Source: an optimization exercise on an open RTL-to-GDS flow (aim: small area, a short achievable clock period and few clock cycles). Production flows keep margins and buffers that such runs may drop.
The RTL was checked by simulation tests, not by an equivalence proof against the original design.
Power is estimated from default activity; no workload was simulated.

## job 3769
## LBP
module LBP(
	clk,
	reset,
	gray_addr,
	gray_req,
	gray_ready,
	gray_data,
	lbp_addr,
	lbp_valid,
	lbp_data,
	finish
);
input clk;
input reset;
input gray_ready;
input [7:0] gray_data;
output [13:0] gray_addr;
output reg gray_req;
output reg [13:0] lbp_addr;
output reg lbp_valid;
output reg [7:0] lbp_data;
output reg finish;
localparam S  = 8;         
localparam H  = S - 2;     
localparam IW = 3;         
reg [6:0] row;
reg [6:0] col;
reg [IW-1:0] ri;           
assign gray_addr = {row, col};
wire col_end = (ri == S-1);
wire last    = (col == 7'd127) & (row == 7'd127);    
always @(posedge clk) begin
	if (~gray_req) begin
		row <= 7'd0;
		col <= 7'd0;
		ri  <= {IW{1'b0}};
	end
	else begin
		ri <= ri + 1'b1;                                    
		if (col_end) begin
			col <= col + 7'd1;
			if (col == 7'd127) row <= row - 7'd1;           
			else               row <= row - (S - 1);       
		end
		else row <= row + 7'd1;
	end
end
reg [7:0] p [1:S+1];
integer k;
always @(posedge clk) begin
	p[1] <= gray_data;
  ...
Size in the first run: ~140 flip-flops, ~50 I/O pins, roughly 4400 sq um of cells after synthesis.
==> flow/config.mk <==
export PLATFORM = sky130hd
export DESIGN_NAME = LBP
export DESIGN_NICKNAME = LBP
export VERILOG_FILES = /design/flow/design.v
export SDC_FILE = /design/flow/constraint.sdc
export NUM_CORES = 4
export LEC_CHECK = 0
export CAP_MARGIN = 20
export CORE_MARGIN = 2
export CORE_UTILIZATION = 65
export CTS_BUF_LIST = sky130_fd_sc_hd__clkbuf_4
export SETUP_SLACK_MARGIN = 3
export SLEW_MARGIN = 20
==> flow/constraint.sdc <==
create_clock -name core_clock -period 5.0 [get_ports {clk}]
set_input_delay 1.0000 -clock core_clock [delete_from_list [all_inputs] [get_ports {clk}]]
set_output_delay 1.0000 -clock core_clock [all_outputs]
set_load 0.01 [all_outputs]
standard.sh (not shown) runs the stock make flow with config.mk's settings and CLKGATE_MAP_FILE= SYNTH_SCRIPT=/design/flow/synth_recipe.tcl, a recipe that flattens the netlist after the stock synthesis.
==> flow/flow/run.sh <==
#!/bin/bash
# Standard ORFS flow, with port buffers and timing repair free to use any
# buffer/gate size instead of only same-footprint swaps, and a clock tree
# built without dummy balancing loads.
set -euo pipefail
export CTS_ARGS="-sink_clustering_enable -repair_clock_nets -buf_list sky130_fd_sc_hd__clkbuf_4 -root_buf sky130_fd_sc_hd__clkbuf_8 -dont_use_dummy_load"
bash standard.sh MATCH_CELL_FOOTPRINT=0 "BUFFER_PORTS_ARGS=-buffer_cell sky130_fd_sc_hd__buf_2" finish > standard_flow.log 2>&1
Testbench counts of job 3769, summed over its fixed seeds: cycles 64,518.
### job 3769 -> job 8274
Settings: a change of CTS_BUF_LIST from sky130_fd_sc_hd__clkbuf_4 to sky130_fd_sc_hd__clkbuf_8 sky130_fd_sc_hd__clkbuf_16.
==> flow/flow/run.sh <==
#!/bin/bash
# Standard ORFS flow, with port buffers and timing repair free to use any
# buffer/gate size instead of only same-footprint swaps.
set -euo pipefail
bash standard.sh MATCH_CELL_FOOTPRINT=0 "BUFFER_PORTS_ARGS=-buffer_cell sky130_fd_sc_hd__buf_2" finish > standard_flow.log 2>&1
Findings:
- The setup slack of job 8274 is smaller than that of job 3769.
- Diff job 3769 -> job 8274: routing usage on met3 about even, largest vdd supply drop rose 16%, worst-case hold slack rose 0.0076 ns, vias after detailed routing rose about 8%.
- Sort job 3769 and job 8274 by combinational group share of total power, ascending, and job 8274 comes first.
- Design area for job 8274 is higher than for job 3769.
- For job 3769, the end point of the critical path was gray_addr[10], unlike job 8274, where it was gray_req.
- Job 3769 -> job 8274: synthesized area delta 0, exact match
Changes in job 6853 relative to job 8274:
Settings: changing CTS_BUF_LIST from sky130_fd_sc_hd__clkbuf_8 sky130_fd_sc_hd__clkbuf_16 to sky130_fd_sc_hd__clkbuf_8; changing SETUP_SLACK_MARGIN from 3 to 2.9.
### Flow results
Relative to job 8274, share of total power in the clock network has decreased by 7.8 points in job 6853.
Job 6853 ends up with a signed area change from the synthesized netlist to the final layout that is 10 points lower than in job 8274.
Taking job 8274 as the reference, in job 6853 fraction of area in clock buffers and inverters has decreased, post-layout instance count excluding filler cells now smaller.
As far as sequential power is concerned, job 6853 and job 8274 perform about the same.
Comparing job 8274 and job 6853, the higher switching power share of the total was measured on job 6853.
NOTE: delay of the slowest critical-path stage in job 6853 exceeds that of job 8274
[inputs] job 4732 vs job 6853
Settings: changing SETUP_SLACK_MARGIN from 2.9 to 3; changing CTS_BUF_LIST from sky130_fd_sc_hd__clkbuf_8 to sky130_fd_sc_hd__clkbuf_4; changing CORE_UTILIZATION from 65 to 60.
==> flow/flow/run.sh <==
#!/bin/bash
# Standard ORFS flow, with port buffers and timing repair free to use any
# buffer/gate size instead of only same-footprint swaps, and a clock tree
# built without dummy balancing loads.
set -euo pipefail
export CTS_ARGS="-sink_clustering_enable -repair_clock_nets -buf_list sky130_fd_sc_hd__clkbuf_4 -root_buf sky130_fd_sc_hd__clkbuf_16 -dont_use_dummy_load"
bash standard.sh MATCH_CELL_FOOTPRINT=0 "BUFFER_PORTS_ARGS=-buffer_cell sky130_fd_sc_hd__buf_1" finish > standard_flow.log 2>&1
Notes after the runs:
Final instance area of job 4732 falls short of that of job 6853 by a few percent.
Core utilization of the finished layout for job 4732 is lower than for job 6853.
Diff job 6853 -> job 4732 | non-clock buffer count | down slightly
In job 4732, the wire length came out 5.2% below the value in job 6853.
On routed length on met1: job 4732 sits below job 6853.
Job 4732 against job 6853; total design power is down by more than 10%.
Area of the die of job 4732 exceeds that of job 6853 by a little under 10%.

==> what the ideal ports hide <==
Ports are ideal in the flow. The routed layouts listed here were re-timed in OpenROAD.
Step 1, drivers: a clkbuf_16 drives clk and a buf_2 each remaining input, both assumed.
Step 2 adds t to the input delays and takes it off the output delays; t is the mean of the earliest and latest rising clock arrival at the registers after step 1. Input paths then give back, and output paths get back, about the clock's delay inside the block.
Slacks: ideal / step 1 / step 2; pairs: ideal / step 1.
run | t (ns) | setup slack, ns | worst setup path at the end | clock arrival spread, ns | worst register clock-pin slew, ns
job 3769 | 0.421 | 3.058 / 3.030 / 2.665 | input to register | 0.038 / 0.038 | 0.12 / 0.12
job 8274 | 0.548 | 2.960 / 2.930 / 2.675 | input to register | 0.006 / 0.007 | 0.06 / 0.06
job 6853 | 0.453 | 2.967 / 2.940 / 2.681 | input to register | 0.011 / 0.011 | 0.08 / 0.08
job 4732 | 0.371 | 3.001 / 3.013 / 2.642 | input to register | 0.043 / 0.043 | 0.13 / 0.13
After both steps every run listed still meets setup and hold. For job 3769, which loses most, drivers alone change the setup slack by -0.028 ns; drivers and shift together by -0.393 ns.
